This is an optimization exercise on Yosys and OpenROAD, whose aim is small area and a short achievable clock period, not a production implementation. In this exercise RTL edits were held to simulation tests only and were not proved equivalent to the original. Power is estimated from default activity; no workload was simulated.

--- flow/run.sh ---
#!/bin/bash
# The standard layout (the standard.sh: ORFS from the standard synthesis
# to the routed layout), except that the port buffers inserted before global
# placement are plain buffers (buf_4) instead of the default delay-type buffer.
# The full output of the ORFS make run is kept in standard_make.log; ORFS also
# keeps each step's log under orfs/logs/.
set -euo pipefail
export BUFFER_PORTS_ARGS="-buffer_cell sky130_fd_sc_hd__buf_4"
bash standard.sh > standard_make.log 2>&1
--- standard.sh ---
#!/bin/bash
# synth_recipe.tcl (not shown) runs the flow's synth.tcl, then flattens the netlist and writes it again
# the make line also repeats each setting of config.mk as NAME=value (left out here)
make -C /OpenROAD-flow-scripts/flow DESIGN_CONFIG=/design/flow/config.mk WORK_HOME=/design/flow/orfs CLKGATE_MAP_FILE= SYNTH_SCRIPT=/design/flow/synth_recipe.tcl "${@:-finish}"
--- config.mk ---
export PLATFORM = sky130hd
export DESIGN_NAME = ProcessCore
export DESIGN_NICKNAME = ProcessCore
export VERILOG_FILES = /design/flow/design.v
export SDC_FILE = /design/flow/constraint.sdc
export NUM_CORES = 4
export LEC_CHECK = 0
export ABC_CLOCK_PERIOD_IN_PS = 2000
export CAP_MARGIN = 20
export CORE_MARGIN = 2
export CORE_UTILIZATION = 60
export CTS_BUF_LIST = sky130_fd_sc_hd__clkbuf_16 sky130_fd_sc_hd__clkbuf_8
export CTS_CLUSTER_DIAMETER = 60
export CTS_CLUSTER_SIZE = 30
export PLACE_DENSITY = 0.7
export SETUP_SLACK_MARGIN = 3.1
export SLEW_MARGIN = 20
--- constraint.sdc ---
create_clock -name core_clock -period 6.0 [get_ports {clk}]
set_input_delay 1.2000 -clock core_clock [delete_from_list [all_inputs] [get_ports {clk}]]
set_output_delay 1.2000 -clock core_clock [all_outputs]
set_load 0.01 [all_outputs]
--- design.v ---
module sk_carry #(parameter W = 64, parameter L = 6) (
    input  [W-1:0] a,
    input  [W-1:0] b,
    input          cin,
    output [W-1:0] c,
    output         cout
);
    reg [W:0] g, p, gn, pn;
    integer l, i, j;
    always @* begin
        g = {a & b, cin};
        p = {a ^ b, 1'b0};
        for (l = 0; l < L; l = l + 1) begin
            gn = g;
            pn = p;
            for (i = 0; i <= W; i = i + 1) begin
                if (i & (1 << l)) begin
                    j = ((i >> l) << l) - 1;
                    gn[i] = g[i] | (p[i] & g[j]);
                    pn[i] = p[i] & p[j];
                end
            end
            g = gn;
            p = pn;
        end
    end
    assign c = g[W-1:0];
    assign cout = g[W];
endmodule
module ks_carry #(parameter W = 64, parameter L = 6) (
    input  [W-1:0] a,
    input  [W-1:0] b,
    input          cin,
    output [W-1:0] c,
    output         cout
);
    reg [W:0] g, p, gn, pn;
    integer l, i, j;
    always @* begin
        g = {a & b, cin};
        p = {a ^ b, 1'b0};
        for (l = 0; l < L; l = l + 1) begin
            gn = g;
            pn = p;
            for (i = 0; i <= W; i = i + 1) begin
                if (i >= (1 << l)) begin
                    j = i - (1 << l);
                    gn[i] = g[i] | (p[i] & g[j]);
                    pn[i] = p[i] & p[j];
                end
            end
            g = gn;
            p = pn;
        end
    end
    assign c = g[W-1:0];
    assign cout = g[W];
endmodule
module AccumulateConfigLogic(
    input clk,
    input reset,
    input [63:0] instruction,
    input [63:0] data_in,
    output reg [63:0] accumulate_result,
    output reg bp_signal  
);
    reg [31:0] capacity_counter;
    reg [27:0] sum_candidate_counter;
    reg accumulate_enabled;
    wire [3:0] opcode = instruction[63:60];
    wire op_cfg = (opcode == 4'h1);
    wire op_acc = (opcode == 4'h2);
    wire op_dis = (opcode == 4'h3);
    reg can_acc;
    wire do_acc = op_acc && can_acc;
    wire [31:0] cap_borrow;
    wire [27:0] scc_borrow;
    genvar gi;
    generate
        for (gi = 0; gi < 32; gi = gi + 1) begin : cb
            if (gi == 0) begin : z
                assign cap_borrow[gi] = 1'b1;
            end else begin : nz
                assign cap_borrow[gi] = ~|capacity_counter[gi-1:0];
            end
        end
        for (gi = 0; gi < 28; gi = gi + 1) begin : sb
            if (gi == 0) begin : z
                assign scc_borrow[gi] = 1'b1;
            end else begin : nz
                assign scc_borrow[gi] = ~|sum_candidate_counter[gi-1:0];
            end
        end
    endgenerate
    wire [31:0] cap_dec = capacity_counter ^ cap_borrow;
    wire [27:0] scc_dec = sum_candidate_counter ^ scc_borrow;
    wire cap_dec_nz = |capacity_counter[31:1];
    wire scc_dec_nz = |sum_candidate_counter[27:1];
    wire next_en = op_cfg ? 1'b1 : op_dis ? 1'b0 : accumulate_enabled;
    wire next_cap_nz = op_cfg ? (|instruction[31:0]) : do_acc ? cap_dec_nz : (|capacity_counter);
    wire next_scc_nz = op_cfg ? (|instruction[59:32]) : do_acc ? scc_dec_nz : (|sum_candidate_counter);
    wire [63:0] acc_p = accumulate_result ^ data_in;
    wire [63:0] acc_c;
    wire acc_cout;
    ks_carry #(64, 7) acc_carry (.a(accumulate_result), .b(data_in), .cin(1'b0), .c(acc_c), .cout(acc_cout));
    wire [63:0] acc_t0 = do_acc ? acc_p : accumulate_result;
    wire [63:0] acc_t1 = do_acc ? ~acc_p : accumulate_result;
    wire [63:0] acc_next = (acc_c & acc_t1) | (~acc_c & acc_t0);
    always @(posedge clk or posedge reset) begin
        if (reset) begin
            capacity_counter <= 32'd10;
            sum_candidate_counter <= 28'd5;
            can_acc <= 1'b0;
            accumulate_result <= 64'd0;
            bp_signal <= 1'b0;
            accumulate_enabled <= 1'b0;
        end else begin
            if (op_cfg) begin
                capacity_counter <= instruction[31:0];
                sum_candidate_counter <= instruction[59:32];
            end else if (do_acc) begin
                capacity_counter <= cap_dec;
                sum_candidate_counter <= scc_dec;
            end
            can_acc <= next_en && next_cap_nz && next_scc_nz;
            accumulate_result <= acc_next;
            if (op_cfg)
                accumulate_enabled <= 1'b1;
            else if (op_dis)
                accumulate_enabled <= 1'b0;
            if (op_cfg)
                bp_signal <= 1'b0;
            else if (op_acc)
                bp_signal <= !can_acc;
        end
    end
endmodule
module ProcessCore(
    input clk,
    input reset,
    input [63:0] instruction,
    output reg [63:0] mem_address,
    output reg mem_read_enable,
    output reg [63:0] data_to_accumulate,
    output reg accumulate_enable,
    output reg backpressure,
    output reg [63:0] to_on_switch_buffer,
    input [63:0] from_on_switch_buffer,
    output [63:0] accumulate_result,
    output reg write_enable_swap_reg,
    input [63:0] from_accumulate_logic,
    input [3:0] sum_sel,
    output reg [63:0] sum_value,
    output reg [31:0] sum_count
);
reg [3:0] opcode;
reg [43:0] address_field;
reg [15:0] data_field;
reg [15:0] sum_valid;
reg [63:0] SumValue[0:15];
reg [31:0] SumCandidateCounter[0:15];
reg [31:0] cur_lo;
reg [31:0] cur_hi;
reg [31:0] cur_cnt;
reg        pend_en;
reg [3:0]  pend_idx;
reg [31:0] pend_lo;
reg        pend_k;
reg [31:0] pend_hi0;
reg [31:0] pend_hi1;
reg [15:0] cnt_we;
reg [15:0] sum_we;
wire [3:0] upd_idx = data_field[3:0];
wire [3:0] nxt_idx = instruction[3:0];
wire [31:0] x_lo = from_accumulate_logic[31:0];
wire [31:0] x_hi = from_accumulate_logic[63:32];
wire nxt_fwd1 = accumulate_enable && (upd_idx == nxt_idx);
wire nxt_fwd2 = pend_en && (pend_idx == nxt_idx);
wire [63:0] nxt_sum_tab = sum_valid[nxt_idx] ? SumValue[nxt_idx] : 64'd0;
wire [31:0] nxt_cnt_tab = sum_valid[nxt_idx] ? SumCandidateCounter[nxt_idx] : 32'd0;
wire [31:0] hi_new = pend_k ? pend_hi1 : pend_hi0;
wire [63:0] pend_sum = {hi_new, pend_lo};
wire [31:0] lo_c;
wire lo_k;
sk_carry #(32, 6) lo_carry (.a(cur_lo), .b(x_lo), .cin(1'b0), .c(lo_c), .cout(lo_k));
wire [31:0] lo_p = cur_lo ^ x_lo;
wire [31:0] lo_new = (lo_c & ({32{accumulate_enable}} & ~lo_p)) | (~lo_c & ({32{accumulate_enable}} & lo_p));
wire [31:0] nxt_lo_alt = nxt_fwd2 ? pend_lo : nxt_sum_tab[31:0];
wire [31:0] nxt_lo_t0 = nxt_fwd1 ? lo_p : nxt_lo_alt;
wire [31:0] nxt_lo_t1 = nxt_fwd1 ? ~lo_p : nxt_lo_alt;
wire [31:0] nxt_lo = (lo_c & nxt_lo_t1) | (~lo_c & nxt_lo_t0);
wire [31:0] hi_p = cur_hi ^ x_hi;
wire [31:0] hi_c0, hi_c1;
wire hi_k0, hi_k1;
sk_carry #(32, 6) hi_carry0 (.a(cur_hi), .b(x_hi), .cin(1'b0), .c(hi_c0), .cout(hi_k0));
sk_carry #(32, 6) hi_carry1 (.a(cur_hi), .b(x_hi), .cin(1'b1), .c(hi_c1), .cout(hi_k1));
wire [31:0] hi0 = (hi_c0 & ({32{accumulate_enable}} & ~hi_p)) | (~hi_c0 & ({32{accumulate_enable}} & hi_p));
wire [31:0] hi1 = (hi_c1 & ({32{accumulate_enable}} & ~hi_p)) | (~hi_c1 & ({32{accumulate_enable}} & hi_p));
reg [31:0] cnt_carry;
reg [31:0] cnt_pre, cnt_pn;
integer cl, ci;
always @* begin
    cnt_pre = cur_cnt;
    for (cl = 0; cl < 5; cl = cl + 1) begin
        cnt_pn = cnt_pre;
        for (ci = 0; ci < 32; ci = ci + 1)
            if (ci & (1 << cl))
                cnt_pn[ci] = cnt_pre[ci] & cnt_pre[((ci >> cl) << cl) - 1];
        cnt_pre = cnt_pn;
    end
    cnt_carry = {cnt_pre[30:0], 1'b1};
end
wire [31:0] new_cnt = {32{accumulate_enable}} & (cur_cnt ^ cnt_carry);
wire rd_fwd = pend_en && (pend_idx == sum_sel);
wire opcode_other = !(opcode == 4'd1 || opcode == 4'd2 || opcode == 4'd3 ||
                      opcode == 4'd4 || opcode == 4'd5);
wire acc_en_next = (opcode == 4'd3) || (accumulate_enable && !opcode_other);
integer i;
always @(posedge clk) begin
    for (i = 0; i < 16; i = i + 1) begin
        if (sum_we[i])
            SumValue[i] <= pend_sum;
        if (cnt_we[i])
            SumCandidateCounter[i] <= new_cnt;
    end
    cur_lo <= nxt_lo;
    cur_hi <= nxt_fwd1 ? (lo_k ? hi1 : hi0) : nxt_fwd2 ? hi_new : nxt_sum_tab[63:32];
    cur_cnt <= nxt_fwd1 ? new_cnt : nxt_cnt_tab;
    pend_idx <= upd_idx;
    pend_lo <= lo_new;
    pend_k <= lo_k;
    pend_hi0 <= hi0;
    pend_hi1 <= hi1;
end
always @(posedge clk or posedge reset) begin
    if (reset) begin
        pend_en <= 1'b0;
        cnt_we <= 16'd0;
        sum_we <= 16'd0;
        sum_valid <= 16'd0;
        sum_value <= 64'd0;
        sum_count <= 32'd0;
    end else begin
        pend_en <= accumulate_enable;
        for (i = 0; i < 16; i = i + 1)
            cnt_we[i] <= acc_en_next && (nxt_idx == i);
        sum_we <= cnt_we;
        sum_valid <= sum_valid | cnt_we;
        sum_value <= rd_fwd ? pend_sum : (sum_valid[sum_sel] ? SumValue[sum_sel] : 64'd0);
        sum_count <= sum_valid[sum_sel] ? SumCandidateCounter[sum_sel] : 32'd0;
    end
end
wire bp_from_accumulate_logic;
AccumulateConfigLogic accumulateConfigLogic(
    .clk(clk),
    .reset(reset),
    .instruction(instruction),
    .data_in(from_accumulate_logic),
    .accumulate_result(accumulate_result),
    .bp_signal(bp_from_accumulate_logic)
);
always @(posedge clk) begin
    address_field <= instruction[59:16];
    data_field <= instruction[15:0];
end
always @(posedge clk or posedge reset) begin
    if (reset) begin
        mem_read_enable <= 1'b0;
        mem_address <= 64'd0;
        data_to_accumulate <= 64'd0;
        accumulate_enable <= 1'b0;
        backpressure <= 1'b0;
        to_on_switch_buffer <= 64'd0;
        write_enable_swap_reg <= 1'b0;
        opcode <= 4'd0;
    end else begin
        opcode <= instruction[63:60];
        case (opcode)
            4'd1: begin
                mem_read_enable <= 1'b1;
                mem_address <= {address_field, 20'b0};
            end
            4'd2: write_enable_swap_reg <= 1'b1;
            4'd3: begin
                accumulate_enable <= 1'b1;
                data_to_accumulate <= {48'b0, data_field};
            end
            4'd4: ;
            4'd5: to_on_switch_buffer <= {48'b0, data_field};
            default: begin
                mem_read_enable <= 1'b0;
                write_enable_swap_reg <= 1'b0;
                accumulate_enable <= 1'b0;
            end
        endcase
        backpressure <= bp_from_accumulate_logic;
    end
end
endmodule
==> results of run 1 <==
==> power by group through the flow <==
stage / clock [mW] / combinational [mW] / sequential, mW
global route: 11.8 / 7.83 / 17.4
floorplan: 0 / 4.09 / 17.6
finish: 11.3 / 7.41 / 17.3
detailed placement: 0 / 6.46 / 17.6
CTS: 11.3 / 6.74 / 17.3
global placement: 0 / 6.37 / 17.6
==> area by class of cell <==
class	count	area, µm²
antenna	6	15.0
inverter	75	285
multi-input combinational	4449	33100
sequential	2149	60300
clock buffer	157	3910
fill	10500	45500
tap	2044	2560
timing repair buffer	801	7240
clock inverter	111	1390
==> routing by layer <==
layer  part of all wire (%)  vias up  global-route usage, %
li1                       -    29500                      -
met1                     34    35500                   58.5
met2                     41     7728                   61.5
met3                     18     1785                   17.0
met4                    7.1        6                   23.6
met5                 0.0095        -                      0
==> metrics by stage <==
stage	setup WS (ns)	std cells	total power, mW
final	2.91	9792	36.0
after global routing	2.94	9786	37.1
after CTS	2.92	9713	35.3
after detailed placement	1.34	9305	24.1
after global placement	1.36	9302	23.9
after floorplan	0.0329	7295	21.7
==> worst max-delay path: stages, from the launching register on <==
cell     delay (ns)
dfxtp_1        0.50
ha_1           0.55
nor3_1         0.10
nor2_1         0.66
o41a_4         0.51
buf_6          0.17
nor2_4         0.04
and2_4         0.15
a311o_1        0.25
==> cell usage after synthesis, types with 38 or more instances <==
cell type and count:
mux2_2 99, dfrtp_1 352, buf_1 76, xnor2_1 86, buf_2 123, ha_1 142, a22oi_1 890, nand3_1 234
o21ai_0 207, o22ai_1 160, edfxtp_1 1536, dfxtp_1 257, nor3_1 95, inv_1 75, o31ai_1 76, a221oi_1 251
clkbuf_1 308, and2_1 52, a21o_1 47, mux2i_1 84, nand2_1 338, buf_4 118, nand4_1 225, nand2b_1 38
a22o_1 244, xor2_1 66, a21oi_1 336, nor2_1 225
==> timing repair <==
item | 4_1_cts | 5_1_grt
gates cloned | 11 | 5
pin swaps | 54 | 84
gates resized for setup | 144 | 185
endpoints found under the setup margin | 534 | 358
setup buffers | 129 | 67
==> worst min path at each step <==
stage	endpoint	start	cells after the start	slack (ns)
6_report	pend_idx[2]	data_field[2]	0	0.41
5_1_grt	pend_idx[3]	data_field[3]	0	0.43
4_1_cts	pend_idx[3]	data_field[3]	0	0.42
3_5_place_dp	backpressure	accumulateConfigLogic.bp_signal	0	0.40
3_3_place_gp	backpressure	accumulateConfigLogic.bp_signal	0	0.40
2_1_floorplan	pend_idx[0]	data_field[0]	0	0.37
==> logic make-up after synthesis <==
family	after synthesis	share of synthesized area, %
flip-flops	2149	64.5
AND/OR/NAND/NOR	1379	7.44
AO/OA/AOI/OAI	2458	18.9
adder cells (fa/ha/maj)	142	1.90
buffers and inverters	707	3.52
XOR/XNOR	152	1.43
other	1	0.00402
multiplexers	192	2.30
==> summary.txt, run 1 <==
Pwr
  – Comb power frac: between 20% and 30%
  – Clock power frac: 31.4%
  – Switching power: roughly 11 mW
  – Peak VDD IR: ~0.33 mV
  – Part of the power in registers: 48.0%
  – LEAKAGE: just under 40 nW
  – Pint: ~25 mW
  – Power density over the cells: 331 mW/mm²
  – Net Sw Frac: 30.0%

Cells and area
  – Fin area: 0.109 mm²
  – Largest register FFs: 1024
  – Final nets: approximately 8000
  – Most frequent cells in the layout: 1536 x edfxtp_1, 884 x a22oi_1, 687 x buf_4, 327 x nand2_1, 319 x dfrtp_1
  – Top flop regs: SumValue x1024, SumCandidateCounter x512, sum_value x64
  – Most common cell after layout, fill and taps aside: edfxtp_1
  – Share of cells above drive strength 1: a little over a fifth
  – Fin util: 70.5%
  – Largest reg by FF count: SumValue
  – Area Growth Syn to Fin: 16.5%

Synth
  – Post-Syn Instances: 7180
  – Cell taking the most area after synthesis: edfxtp_1
  – Top post-synthesis cells by area: edfxtp_1 49%, dfrtp_1 9.4%, a22oi_1 7.2%
  – Netlist cell types: between 90 and 100
  – Sequential area share after synthesis: between 60 and 70%
  – Fraction of registers with async set/reset: between 10% and 20%
  – Register bit total from synthesis: about 2100
  – Ys Warns: 6
  – Ys flop type: edfxtp_1
  – Cell Area, Synth: between 0.09 and 0.1 mm²
  – Syn_area_per_cell: 13.0 µm²
  – Post-synth EDFFs: 1536
  – Area share of the largest cell type after synthesis: about half

Critical path
  – Reg2Reg Depth: 8
  – Critical Path RT: 6.71 ns
  – CP Class: register to register
  – RR Startpoint: cur_lo[30]
  – Crit path from: cur_lo[30]
  – Worst R2R Setup Slack: 2.91 ns
  – Critical Path Sink Type: register
  – CP Capture Point: cur_hi[8]
  – CP Launch Type: register
  – RR Endpoint: cur_hi[8]
  – CP max FO: 7
  – CP arrival: between 3 and 4 ns

Routing
  – Remaining antenna violation count after routing: 0
  – DR pass1 iterations: 10
  – DRC: 0
  – Drt total wl: 358 mm
  – Routed WL per cell: around 37 µm
  – Starting DRT DRC Count: 14300
  – DR vias/cell: 7.60
  – Vias: about 74000

Floorplan
  – Cell row count: 144
  – Die span in x: between 300 and 400 µm
  – Die ar.: 0.159 mm²
  – Core ar.: 0.154 mm²
  – Ports: 554
  – Initial Utilization: 60.5%
  – Die Y: 398 µm

Clocking
  – Clk pin slew, worst setup/hold paths: 0.09 ns
  – Worst-skew pair later-pin latency: 0.85 ns
  – CTS Sinks: 2149
  – CTS root buffer: clkbuf_16
  – CTS tree: built
  – Worst-case clock buffer depth: 3
  – CTS Buf Count: 143
  – Hold-fix buffers, CTS: 0
  – Clock H-tree levels: 4

Placed design
  – DP Area: 0.0998 mm²
  – Final RePlAce weighted congestion: 0.969
  – DP HPWL: 199 mm
  – Port buffer count: around 370

Timing
  – Slew Viols, Final: 0
  – Final Hold Vio Count: 0
  – Setup TNS: 0 ns
  – Crit path time final: 3.09 ns
  – RSZ-0062 raised after global routing: true
  – Fin crit share: between 50% and 60%
  – Worst-Margin Slew: 1.31 ns
  – Clock Skew: a little under 0.05 ns
  – Worst slew margin: 12.3%
  – Final hold slack: 0.410 ns
  – F_max: 324 MHz
  – Setup violations, final: 0

GRT
  – Vias in the first global route: 70200
  – Gr ovfl total: 0
  – Initial antenna violation count: 7
  – Global-route wire length before repair: around 500 mm
  – Total track usage: 43.7%
  – Largest net degree at the start of global routing: ~120

Min path
  – Hold Crit Class: register to register

Outcome
  – Status: finished clean

Flow run
  – Maxcap violations: 0
==> run 2: changes to the inputs <==
--- a/design.v
+++ b/design.v
@@ -1,19 +1,18 @@
-module sk_carry #(parameter W = 64, parameter L = 6) (
+module sk_prefix #(parameter W = 32, parameter L = 5) (
     input  [W-1:0] a,
     input  [W-1:0] b,
-    input          cin,
-    output [W-1:0] c,
-    output         cout
-);
-    reg [W:0] g, p, gn, pn;
+    output [W-1:0] G,
+    output [W-1:0] P
+);
+    reg [W-1:0] g, p, gn, pn;
     integer l, i, j;
     always @* begin
-        g = {a & b, cin};
-        p = {a ^ b, 1'b0};
+        g = a & b;
+        p = a ^ b;
         for (l = 0; l < L; l = l + 1) begin
             gn = g;
             pn = p;
-            for (i = 0; i <= W; i = i + 1) begin
+            for (i = 0; i < W; i = i + 1) begin
                 if (i & (1 << l)) begin
                     j = ((i >> l) << l) - 1;
                     gn[i] = g[i] | (p[i] & g[j]);
@@ -24,37 +23,8 @@
             p = pn;
         end
     end
-    assign c = g[W-1:0];
-    assign cout = g[W];
-endmodule
-module ks_carry #(parameter W = 64, parameter L = 6) (
-    input  [W-1:0] a,
-    input  [W-1:0] b,
-    input          cin,
-    output [W-1:0] c,
-    output         cout
-);
-    reg [W:0] g, p, gn, pn;
-    integer l, i, j;
-    always @* begin
-        g = {a & b, cin};
-        p = {a ^ b, 1'b0};
-        for (l = 0; l < L; l = l + 1) begin
-            gn = g;
-            pn = p;
-            for (i = 0; i <= W; i = i + 1) begin
-                if (i >= (1 << l)) begin
-                    j = i - (1 << l);
-                    gn[i] = g[i] | (p[i] & g[j]);
-                    pn[i] = p[i] & p[j];
-                end
-            end
-            g = gn;
-            p = pn;
-        end
-    end
-    assign c = g[W-1:0];
-    assign cout = g[W];
+    assign G = g;
+    assign P = p;
 endmodule
 module AccumulateConfigLogic(
     input clk,
@@ -100,9 +70,9 @@
     wire next_cap_nz = op_cfg ? (|instruction[31:0]) : do_acc ? cap_dec_nz : (|capacity_counter);
     wire next_scc_nz = op_cfg ? (|instruction[59:32]) : do_acc ? scc_dec_nz : (|sum_candidate_counter);
     wire [63:0] acc_p = accumulate_result ^ data_in;
-    wire [63:0] acc_c;
-    wire acc_cout;
-    ks_carry #(64, 7) acc_carry (.a(accumulate_result), .b(data_in), .cin(1'b0), .c(acc_c), .cout(acc_cout));
+    wire [63:0] acc_G, acc_P;
+    sk_prefix #(64, 6) acc_prefix (.a(accumulate_result), .b(data_in), .G(acc_G), .P(acc_P));
+    wire [63:0] acc_c = {acc_G[62:0], 1'b0};
     wire [63:0] acc_t0 = do_acc ? acc_p : accumulate_result;
     wire [63:0] acc_t1 = do_acc ? ~acc_p : accumulate_result;
     wire [63:0] acc_next = (acc_c & acc_t1) | (~acc_c & acc_t0);
@@ -180,9 +150,10 @@
 wire [31:0] nxt_cnt_tab = sum_valid[nxt_idx] ? SumCandidateCounter[nxt_idx] : 32'd0;
 wire [31:0] hi_new = pend_k ? pend_hi1 : pend_hi0;
 wire [63:0] pend_sum = {hi_new, pend_lo};
-wire [31:0] lo_c;
-wire lo_k;
-sk_carry #(32, 6) lo_carry (.a(cur_lo), .b(x_lo), .cin(1'b0), .c(lo_c), .cout(lo_k));
+wire [31:0] lo_G, lo_P;
+sk_prefix #(32, 5) lo_prefix (.a(cur_lo), .b(x_lo), .G(lo_G), .P(lo_P));
+wire [31:0] lo_c = {lo_G[30:0], 1'b0};
+wire lo_k = lo_G[31];
 wire [31:0] lo_p = cur_lo ^ x_lo;
 wire [31:0] lo_new = (lo_c & ({32{accumulate_enable}} & ~lo_p)) | (~lo_c & ({32{accumulate_enable}} & lo_p));
 wire [31:0] nxt_lo_alt = nxt_fwd2 ? pend_lo : nxt_sum_tab[31:0];
@@ -190,10 +161,10 @@
 wire [31:0] nxt_lo_t1 = nxt_fwd1 ? ~lo_p : nxt_lo_alt;
 wire [31:0] nxt_lo = (lo_c & nxt_lo_t1) | (~lo_c & nxt_lo_t0);
 wire [31:0] hi_p = cur_hi ^ x_hi;
-wire [31:0] hi_c0, hi_c1;
-wire hi_k0, hi_k1;
-sk_carry #(32, 6) hi_carry0 (.a(cur_hi), .b(x_hi), .cin(1'b0), .c(hi_c0), .cout(hi_k0));
-sk_carry #(32, 6) hi_carry1 (.a(cur_hi), .b(x_hi), .cin(1'b1), .c(hi_c1), .cout(hi_k1));
+wire [31:0] hi_G, hi_P;
+sk_prefix #(32, 5) hi_prefix (.a(cur_hi), .b(x_hi), .G(hi_G), .P(hi_P));
+wire [31:0] hi_c0 = {hi_G[30:0], 1'b0};
+wire [31:0] hi_c1 = {hi_G[30:0] | hi_P[30:0], 1'b1};
 wire [31:0] hi0 = (hi_c0 & ({32{accumulate_enable}} & ~hi_p)) | (~hi_c0 & ({32{accumulate_enable}} & hi_p));
 wire [31:0] hi1 = (hi_c1 & ({32{accumulate_enable}} & ~hi_p)) | (~hi_c1 & ({32{accumulate_enable}} & hi_p));
 reg [31:0] cnt_carry;
==> summary.txt, run 2 <==
Outcome
  – Status: finished clean

Placed design
  – Post-place setup slack: 1.55 ns
  – Dpl cells: 9003
  – Final RePlAce weighted congestion: 0.931
  – Port buffer count: 373
  – DP HPWL: 186 mm

Cells and area
  – Non-filler cells in the finished layout: approximately 9500
  – Final nets: 7672
  – Top flop regs: SumValue x1024, SumCandidateCounter x512, sum_value x64
  – Area Growth Syn to Fin: 16.7%
  – Most frequent cells in the layout: 1536 x edfxtp_1, 973 x a22oi_1, 670 x buf_4, 316 x dfrtp_1, 309 x nand2_1
  – Largest register FFs: 1024
  – Share of cells above drive strength 1: 21.5%
  – Most common cell after layout, fill and taps aside: edfxtp_1
  – Largest reg by FF count: SumValue

Routing
  – Drt total wl: around 340 mm
  – Starting DRT DRC Count: 12300
  – DRC: 0
  – DR pass1 iterations: 9
  – Remaining antenna violation count after routing: 0
  – Routed WL per cell: 35.7 µm
  – Vias: 71100
  – DR vias/cell: 7.49

Synth
  – Post-Syn Instances: 6869
  – Most common cell in the synthesized netlist: edfxtp_1
  – Area share of the largest cell type after synthesis: 50.4%
  – Ys Warns: 6
  – Syn_area_per_cell: 13.3 µm²
  – Netlist cell types: around 90
  – Sequential area share after synthesis: 65.8%
  – Ys flop type: edfxtp_1
  – Register bit total from synthesis: 2149
  – Cell taking the most area after synthesis: edfxtp_1
  – Commonest cells post-synth: 1536 x edfxtp_1, 974 x a22oi_1, 356 x clkbuf_1
  – Post-synth EDFFs: 1536
  – Fraction of registers with async set/reset: between 15 and 20%
  – Top post-synthesis cells by area: edfxtp_1 50%, dfrtp_1 9.6%, a22oi_1 8.0%
  – Cell Area, Synth: 0.0915 mm²

Critical path
  – CP max FO: 32
  – Critical Path RT: 6.68 ns
  – CP arrival: around 3.8 ns
  – Worst R2R Setup Slack: 3.02 ns
  – CP Class: input pin to register
  – Reg2Reg Depth: 13
  – Critical Path Sink Type: register
  – CP Launch Type: input pin

Min path
  – Hold Crit Class: register to register
  – Hold Path Depth: 0
  – HP Start: cnt_we[2]
  – Hold endpoint: sum_we[2]

GRT
  – Largest net degree at the start of global routing: 129
  – Global-route wire length before repair: about 480 mm
  – Total track usage: 42.3%
  – Gr ovfl total: 0
  – Initial antenna violation count: 14
  – Vias in the first global route: 68700

Floorplan
  – Core ar.: 0.152 mm²
  – Ports: 554
  – Initial Utilization: 60.3%
  – Die Y: 394 µm
  – Die ar.: 0.156 mm²
  – Cell row count: 143
  – Die span in x: 394 µm

Timing
  – Worst slew margin: 19.8%
  – Worst Setup Slack, final: 2.90 ns
  – Fin crit share: 51.7%
  – Slew Viols, Final: 0
  – Setup TNS: 0 ns
  – Worst-Margin Slew: between 1 and 1.5 ns
  – F_max: 322 MHz
  – Clock Skew: 0.0508 ns
  – Final Hold Vio Count: 0
  – Setup violations, final: 0
  – Crit path time final: 3.10 ns
  – RSZ-0062 raised after global routing: true

Pwr
  – Peak VDD IR: 0.291 mV
  – Part of the power in registers: between 50% and 60%
  – Comb power frac: 18.0%
  – Pint: 24.5 mW
  – Clock power frac: 32.0%
  – Power density over the cells: 319 mW/mm²
  – Net Sw Frac: between 20% and 30%
  – Switching power: around 9.5 mW
  – Total power: 34.1 mW
  – LEAKAGE: 37.5 nW

Clocking
  – CTS Sinks: ~2100
  – Clk pin slew, worst setup/hold paths: 0.09 ns
  – Hold-fix buffers, CTS: 0
  – Worst-case clock buffer depth: 3
  – CTS root buffer: clkbuf_16
  – Worst-skew pair later-pin latency: 0.85 ns
  – CTS tree: built
  – Clock H-tree levels: 4
  – CTS Buf Count: 141

Flow run
  – Maxcap violations: 0
## run 2: cell types whose count changed in the layout (fill, tap and decap cells not counted), sizes merged, moves of 25 or more
cell / before / now
mux2i: 84 / 33
a22o: 244 / 196
a21oi: 339 / 285
a22oi: 890 / 975
a221oi: 253 / 195
inv: 148 / 123
o21ai: 231 / 148
## run 2: cells by family (layout without fill, tap and decap cells)
family          Yosys count  in the layout  synth area share (%)
other cells               1            123               0.00410
compound gates         2304           2304                  18.3
xor+xnor                187            187                  1.79
simple gates           1270           1277                  6.91
mux                     151            151                  1.91
flops                  2149           2149                  65.8
buf+inv                 665           1126                  3.31
fa+ha+maj               142            142                  1.94
## run 2: worst max-delay path by stage
stage,from,endpoint,slack [ns],cells after the start
5_1_grt,from_accumulate_logic[7],register,2.87,14
2_1_floorplan,reset,async pin,0.03,1
4_1_cts,from_accumulate_logic[7],register,2.99,12
3_5_place_dp,instruction[3],cur_cnt[0],1.55,10
6_report,sum_sel[3],sum_value[30],2.90,9
3_3_place_gp,instruction[0],cur_lo[13],1.42,10
## run 2: power by group through the flow
stage	Clock [mW]	Sequential, mW	Combinational (mW)
after detailed placement	0	17.3	5.28
after floorplan	0	17.4	3.26
after CTS	10.9	17.0	5.60
after global placement	0	17.3	5.18
after global routing	11.5	17.1	6.53
final	10.9	17.0	6.13
## run 2: final cells by class
| class | instances | area, µm² |
|---|---|---|
| clock buffers | 154 | 3800 |
| inverters | 66 | 269 |
| fillers | 10200 | 45000 |
| multi-input cells | 4177 | 31300 |
| flip-flops and latches | 2149 | 60300 |
| well taps | 2030 | 2540 |
| diodes | 7 | 17.5 |
| repair buffers | 797 | 7280 |
| clock inverters | 109 | 1290 |
## run 2: stage by stage
stage	hold slack, ns	utilization [%]	cell area, µm²
after floorplan	0.368	-	93100
after global placement	0.369	64.5	97900
after detailed placement	0.385	64.5	97900
after CTS	0.416	69.3	105000
after global routing	0.419	70.3	107000
final	0.413	70.4	107000
## run 2: critical path, cell delays in order
cell and delay, ns:
buf_4 0.30, nand2b_1 0.31, nor3_4 0.31, buf_4 0.24
clkbuf_8 0.54, a22oi_1 0.16, nand4_1 0.15, o22ai_1 0.11
o31ai_2 0.44
## run 2: routing by layer
layer | global-route usage (%) | wire length [µm]
met1 | 54.2 | 112000
met2 | 62.1 | 144000
met3 | 14.8 | 56300
met4 | 25.5 | 26400
met5 | 0 | 207
## run 2: timing repair
item / in CTS / in global routing
endpoints found under the setup margin: 684 / 258
pin swaps: 74 / 103
setup buffers: 134 / 70
resized for setup: 146 / 190
cloned: 8 / 4
==> run 3: changes to the inputs <==
--- a/config.mk
+++ b/config.mk
@@ -8,10 +8,10 @@
 export ABC_CLOCK_PERIOD_IN_PS = 2000
 export CAP_MARGIN = 20
 export CORE_MARGIN = 2
-export CORE_UTILIZATION = 60
+export CORE_UTILIZATION = 65
 export CTS_BUF_LIST = sky130_fd_sc_hd__clkbuf_16 sky130_fd_sc_hd__clkbuf_8
 export CTS_CLUSTER_DIAMETER = 60
 export CTS_CLUSTER_SIZE = 30
-export PLACE_DENSITY = 0.7
+export PLACE_DENSITY = 0.75
 export SETUP_SLACK_MARGIN = 3.1
 export SLEW_MARGIN = 20
==> summary.txt, run 3 <==
Synth
  – Post-Syn Instances: between 6000 and 7000
  – Fraction of registers with async set/reset: 16.6%
  – Syn_area_per_cell: ~13 µm²
  – Netlist cell types: 92
  – Cell taking the most area after synthesis: edfxtp_1
  – Ys flop type: edfxtp_1
  – Cell Area, Synth: between 0.09 and 0.1 mm²
  – Top post-synthesis cells by area: edfxtp_1 50%, dfrtp_1 9.6%, a22oi_1 8.0%
  – Area share of the largest cell type after synthesis: 50.4%
  – Post-synth EDFFs: 1536
  – Register bit total from synthesis: 2149
  – Sequential area share after synthesis: 65.8%
  – Most common cell in the synthesized netlist: edfxtp_1
  – Commonest cells post-synth: 1536 x edfxtp_1, 974 x a22oi_1, 356 x clkbuf_1
  – Ys Warns: 6

Timing
  – Setup violations, final: 0
  – Final Hold Vio Count: 0
  – Clock Skew: between 0.05 and 0.06 ns
  – Fin crit share: 51.8%
  – Worst slew margin: 18.9%
  – Worst Setup Slack, final: ~2.9 ns
  – F_max: between 300 and 400 MHz
  – Slew Viols, Final: 0
  – RSZ-0062 raised after global routing: true
  – Worst-Margin Slew: 1.22 ns
  – Setup TNS: 0 ns
  – Final hold slack: 0.407 ns
  – Crit path time final: just over 3 ns

Clocking
  – CTS tree: built
  – Worst-skew pair later-pin latency: 0.84 ns
  – CTS root buffer: clkbuf_16
  – CTS Buf Count: 140
  – Worst-case clock buffer depth: 3
  – CTS Sinks: 2149
  – Clk pin slew, worst setup/hold paths: 0.09 ns
  – Hold-fix buffers, CTS: 0
  – Clock H-tree levels: 4

Routing
  – Drt total wl: 341 mm
  – Routed WL per cell: 36.5 µm
  – Remaining antenna violation count after routing: 0
  – DRC: 0
  – Starting DRT DRC Count: roughly 13000
  – DR vias/cell: 7.73
  – DR pass1 iterations: 10
  – Vias: 72200

Floorplan
  – Die span in x: ~380 µm
  – Initial Utilization: 65.6%
  – Core ar.: 0.140 mm²
  – Die Y: ~380 µm
  – Cell row count: 137
  – Ports: ~550
  – Die ar.: 0.144 mm²

Critical path
  – Critical Path RT: roughly 6.6 ns
  – Worst R2R Setup Slack: 2.98 ns
  – CP max FO: 33
  – Critical Path Sink Type: register
  – CP Launch Type: input pin
  – CP arrival: 3.74 ns
  – CP Class: input pin to register
  – Crit path from: sum_sel[3]

Pwr
  – Pint: 24.8 mW
  – LEAKAGE: 37.7 nW
  – Peak VDD IR: 0.329 mV
  – Net Sw Frac: around 28%
  – Clock power frac: 32.2%
  – Total power: 34.6 mW
  – Comb power frac: 18.5%
  – Switching power: between 9 and 10 mW
  – Part of the power in registers: ~50%
  – Power density over the cells: 324 mW/mm²

Placed design
  – DP HPWL: 180 mm
  – Final RePlAce weighted congestion: 0.940
  – Port buffer count: about 370
  – Post-place setup slack: 1.31 ns

Outcome
  – Status: finished clean

Cells and area
  – Largest reg by FF count: SumValue
  – Largest register FFs: 1024
  – Most common cell after layout, fill and taps aside: edfxtp_1
  – Share of cells above drive strength 1: 21.8%
  – Final nets: 7684
  – Top flop regs: SumValue x1024, SumCandidateCounter x512, sum_value x64
  – Filler cell count: 8320
  – Most frequent cells in the layout: 1536 x edfxtp_1, 973 x a22oi_1, 693 x buf_4, 318 x dfrtp_1, 310 x nand2_1
  – Area Growth Syn to Fin: 16.8%

Flow run
  – Maxcap violations: 0

GRT
  – Gr ovfl total: 0
  – Global-route wire length before repair: between 400 and 500 mm
  – Total track usage: 45.8%
  – Initial antenna violation count: 14
  – Vias in the first global route: 69900
  – Largest net degree at the start of global routing: around 120

Min path
  – Hold Crit Class: register to register
  – HP Start: data_field[3]
[run 3: cell type report]
cell class	count	area, µm²	share of cell area, %
clock buffers	155	3810	3.57
multi-input cells	4176	31400	29.4
well taps	1876	2350	2.20
clock inverters	107	1430	1.34
diodes	8	20.0	0.0187
inverters	66	269	0.252
repair buffers	811	7250	6.78
flip-flops and latches	2149	60300	56.4
[run 3: kinds of logic after synthesis]
kind of cell | count (synthesis) | synth area share (%)
other cells | 1 | 0.00410
simple gates | 1270 | 6.91
mux | 151 | 1.91
flops | 2149 | 65.8
xor+xnor | 187 | 1.79
compound gates | 2304 | 18.3
fa+ha+maj | 142 | 1.94
buf+inv | 665 | 3.31
[run 3: power groups by stage]
stage          logic [mW]  clock network [mW]  registers [mW]
3_5_place_dp         5.29                   0            17.3
2_1_floorplan        3.26                   0            17.4
4_1_cts              5.80                11.1            17.0
5_1_grt              6.80                11.6            17.1
6_report             6.41                11.2            17.0
3_3_place_gp         5.18                   0            17.3
[run 3: stage by stage]
stage / utilization (%) / cells / area, µm²
5_1_grt: 76.5 / 9340 / 107000
6_report: 76.5 / 9348 / 107000
4_1_cts: 75.3 / 9255 / 105000
3_3_place_gp: 69.8 / 8830 / 97400
3_5_place_dp: 69.8 / 8830 / 97400
2_1_floorplan: - / 6984 / 93100
[run 3: path summary, 6_finish.rpt]
path	depth (start not counted)	endpoint
setup / recovery	8	sum_value[59]
hold / removal	0	pend_idx[3]
setup reg to reg	12	register
hold reg to reg	0	pend_idx[3]
max in group asynchronous	3	accumulate_enable
min in group asynchronous	2	sum_value[23]
[run 3: critical path, stage by stage]
cell,delay (ns)
buf_4,0.32
nand2_1,0.36
nor3_4,0.33
clkbuf_16,0.31
a22oi_1,0.14
nand4_1,0.13
o22ai_1,0.13
o31ai_4,0.70
[run 3: repair_timing]
action                                  CTS  global route
pin swaps                                98           115
resized for setup                       178           195
buffers inserted                        156            75
cloned                                    7            10
endpoints found under the setup margin  560           267
[run 3: layer usage]
| layer | up-vias | GRT usage (%) | share of wire [%] |
|---|---|---|---|
| met3 | 2144 | 16.3 | 18 |
| met4 | 16 | 27.8 | 8.5 |
| li1 | 28300 | - | - |
| met1 | 34200 | 58.5 | 31 |
| met5 | - | 0 | 0.030 |
| met2 | 7582 | 67.4 | 42 |
==> run 4: changes to the inputs <==
==> run.sh (new file) <==
#!/bin/bash
# synth_recipe.tcl (not shown) runs the flow's synth.tcl, then flattens the netlist and writes it again
# the make line also repeats each setting of config.mk as NAME=value (left out here)
make -C /OpenROAD-flow-scripts/flow DESIGN_CONFIG=/design/flow/config.mk WORK_HOME=/design/flow/orfs CLKGATE_MAP_FILE= SYNTH_SCRIPT=/design/flow/synth_recipe.tcl finish
--- a/config.mk
+++ b/config.mk
@@ -8,10 +8,10 @@
 export ABC_CLOCK_PERIOD_IN_PS = 2000
 export CAP_MARGIN = 20
 export CORE_MARGIN = 2
-export CORE_UTILIZATION = 65
+export CORE_UTILIZATION = 60
 export CTS_BUF_LIST = sky130_fd_sc_hd__clkbuf_16 sky130_fd_sc_hd__clkbuf_8
 export CTS_CLUSTER_DIAMETER = 60
 export CTS_CLUSTER_SIZE = 30
-export PLACE_DENSITY = 0.75
+export PLACE_DENSITY = 0.7
 export SETUP_SLACK_MARGIN = 3.1
 export SLEW_MARGIN = 20
removed: flow/run.sh
removed: standard.sh
==> summary.txt, run 4 <==
Placed design
  – DP HPWL: 188 mm
  – Port buffer count: 373
  – Final RePlAce weighted congestion: 0.932

Clocking
  – CTS Buf Count: ~140
  – CTS tree: built
  – Clock H-tree levels: 4
  – Hold-fix buffers, CTS: 0
  – Clk pin slew, worst setup/hold paths: around 0.08 ns
  – Worst-skew pair later-pin latency: 0.84 ns
  – Worst-case clock buffer depth: 3
  – CTS Sinks: 2149
  – CTS root buffer: clkbuf_16

GRT
  – GR Util met2: 63.6%
  – Gr ovfl total: 0
  – Total track usage: 42.9%
  – Most Crowded Layer GR: met2
  – Initial antenna violation count: 12
  – Global-route wire length before repair: 485 mm
  – Met3 global-route usage: 14.6%
  – Vias in the first global route: 70100
  – Largest net degree at the start of global routing: 159
  – Grt met1 use: 54.5%

Synth
  – Ys Warns: 6
  – Commonest cells post-synth: 1536 x edfxtp_1, 974 x a22oi_1, 356 x clkbuf_1
  – Cell Area, Synth: 0.0915 mm²
  – Post-Syn Instances: approximately 6900
  – Netlist cell types: 92
  – Area share of the largest cell type after synthesis: 50.4%
  – Fraction of registers with async set/reset: 16.6%
  – Syn_area_per_cell: 13.3 µm²
  – Register bit total from synthesis: around 2100
  – Top post-synthesis cells by area: edfxtp_1 50%, dfrtp_1 9.6%, a22oi_1 8.0%
  – Ys flop type: edfxtp_1
  – Most common cell in the synthesized netlist: edfxtp_1
  – Sequential area share after synthesis: around 66%
  – Post-synth EDFFs: 1536
  – Cell taking the most area after synthesis: edfxtp_1

Cells and area
  – Largest register FFs: 1024
  – Filler cell count: slightly above 10000
  – Top flop regs: SumValue x1024, SumCandidateCounter x512, sum_value x64
  – Share of cells above drive strength 1: 18.8%
  – Area Growth Syn to Fin: 18.7%
  – Final nets: 7739
  – Fin util: roughly 70%
  – Most frequent cells in the layout: 1536 x edfxtp_1, 973 x a22oi_1, 367 x buf_4, 315 x dfrtp_1, 304 x nand2_1
  – Largest reg by FF count: SumValue
  – Most common cell after layout, fill and taps aside: edfxtp_1

Routing
  – Starting DRT DRC Count: roughly 13000
  – DR pass1 iterations: 8
  – Drt total wl: 345 mm
  – DRC: 0
  – Vias: 71800
  – Remaining antenna violation count after routing: 0
  – DR vias/cell: 7.52
  – Routed WL per cell: 36.1 µm

Timing
  – Slew Viols, Final: 0
  – Clock Skew: 0.0442 ns
  – Fin crit share: about half
  – Final Hold Vio Count: 0
  – Final hold slack: 0.403 ns
  – Crit path time final: 3.04 ns
  – F_max: roughly 330 MHz
  – Worst-Margin Slew: 1.23 ns
  – RSZ-0062 raised after global routing: true
  – Setup violations, final: 0
  – Setup TNS: 0 ns
  – Worst slew margin: 17.7%

Flow run
  – Maxcap violations: 0

Floorplan
  – Die span in x: ~400 µm
  – Initial Utilization: 60.3%
  – Ports: about 550
  – Cell row count: 143
  – Die ar.: 0.156 mm²
  – Core ar.: 0.152 mm²
  – Die Y: 394 µm

Critical path
  – CP arrival: 3.74 ns
  – Critical Path RT: 6.70 ns
  – Critical Path Sink Type: register
  – CP Launch Type: input pin
  – Worst R2R Setup Slack: roughly 3.0 ns
  – CP max FO: 55
  – CP Class: input pin to register

Min path
  – Hold Crit Class: register to register

Outcome
  – Status: finished clean

Pwr
  – Peak VDD IR: 0.360 mV
  – Power density over the cells: 317 mW/mm²
  – LEAKAGE: 38.3 nW
## run 4: cell count changes in the layout (fill, tap and decap cells not counted), moves of 11 or more
cell / delta
ha_4: +31
buf_6: +23
ha_1: -29
buf_12: +27
dlygate4sd2_1: +232
buf_2: +11
clkdlybuf4s50_1: +72
buf_4: -326
## run 4: final cells by class
type                            instances  area [µm²]  area share, %
Timing Repair Buffer                  865        8480           7.81
Inverter                               66         262          0.241
Tap cell                             2030        2540           2.34
Antenna cell                            5        12.5         0.0115
Sequential cell                      2149       60300           55.5
Clock inverter                        114        1320           1.22
Multi-Input combinational cell       4175       31900           29.4
Clock buffer                          149        3720           3.43
## run 4: what timing repair did
action,4_1_cts,5_1_grt
pin swaps,145,138
setup buffers,177,65
endpoints found under the hold margin,0,0
resized for setup,807,211
cloned,8,3
endpoints found under the setup margin,1034,296
## run 4: path summary, 6_finish.rpt
kind,startpoint,end,depth (start not counted)
min in group asynchronous,reset,sum_value[27],2
worst min register to register,data_field[2],pend_idx[2],0
max in group asynchronous,reset,mem_address[31],4
worst max register to register,register,register,12
worst max-delay path,instruction[3],cur_hi[11],10
worst min-delay path,data_field[2],pend_idx[2],0
## run 4: metrics by stage
step                power [mW]  area [µm²]  std cells  setup WS [ns]
floorplan                 20.6       93100       6984         0.0329
global placement          22.7       99200       9032          0.932
detailed placement        22.8       99200       9032          0.926
CTS                       33.8      107000       9480           3.02
global route              35.4      109000       9548           2.90
finish                    34.4      109000       9553           2.96
## run 4: kinds of logic (layout without fill, tap and decap cells)
logic type,Yosys count,count (layout),share of synthesized area [%]
other,1,121,0.00410
AND/OR/NAND/NOR,1270,1275,6.91
flip-flops,2149,2149,65.8
XOR/XNOR,187,187,1.79
multiplexers,151,151,1.91
AO/OA/AOI/OAI,2304,2304,18.3
buffers and inverters,665,1194,3.31
adder cells (fa/ha/maj),142,142,1.94
## run 4: power breakdown
group / switching (mW) / internal (mW)
logic: 3.64 / 2.95
clock network: 5.65 / 5.16
registers: 0.515 / 16.5
## run 4: layer usage
metal,part of all wire [%],vias to the layer above
li1,-,28400
met1,33,34500
met2,43,6906
met3,16,1997
met4,8.3,14
met5,0.023,-
## run 4: worst max-delay path: stages
cell and delay, ns:
buf_4 0.22, buf_6 0.32, nand2_8 0.19, nor2_4 0.35, buf_12 0.50, a22oi_1 0.13
nand4_1 0.13, o22ai_1 0.08, o21ai_0 0.24, a221o_1 0.31

what the ideal ports hide:
How much do the figures lean on ideal ports? The routed layouts below were timed once more, with nothing changed but the port constraints.
Step 1 assumes that a clkbuf_16 drives the clock port and a buf_2 every other input.
Step 2 also shifts input and output timing later by t, the mid clock arrival at the registers, as if the neighbouring blocks saw the same clock.
a / b / c = ideal / step 1 / step 2; a / b = the first two.
run | t (ns) | setup slack, ns | worst hold slack (ns) | worst slew at a driven data input, ns | cell pins on the clock port's net
run 1 | 0.919 | 2.913 / 2.910 / 1.991 | 0.410 / 0.410 / 0.410 | 0.12 | 1
run 2 | 0.903 | 2.899 / 2.955 / 2.052 | 0.413 / 0.413 / 0.413 | 0.09 | 1
run 3 | 0.898 | 2.893 / 2.917 / 2.019 | 0.407 / 0.407 / 0.407 | 0.12 | 1
run 4 | 0.899 | 2.961 / 2.934 / 2.114 | 0.403 / 0.403 / 0.403 | 0.11 | 1
After both steps every run listed still meets setup and hold. The setup slack of run 1, which loses most, moves by -0.003 ns with the drivers and by -0.922 ns with both steps.
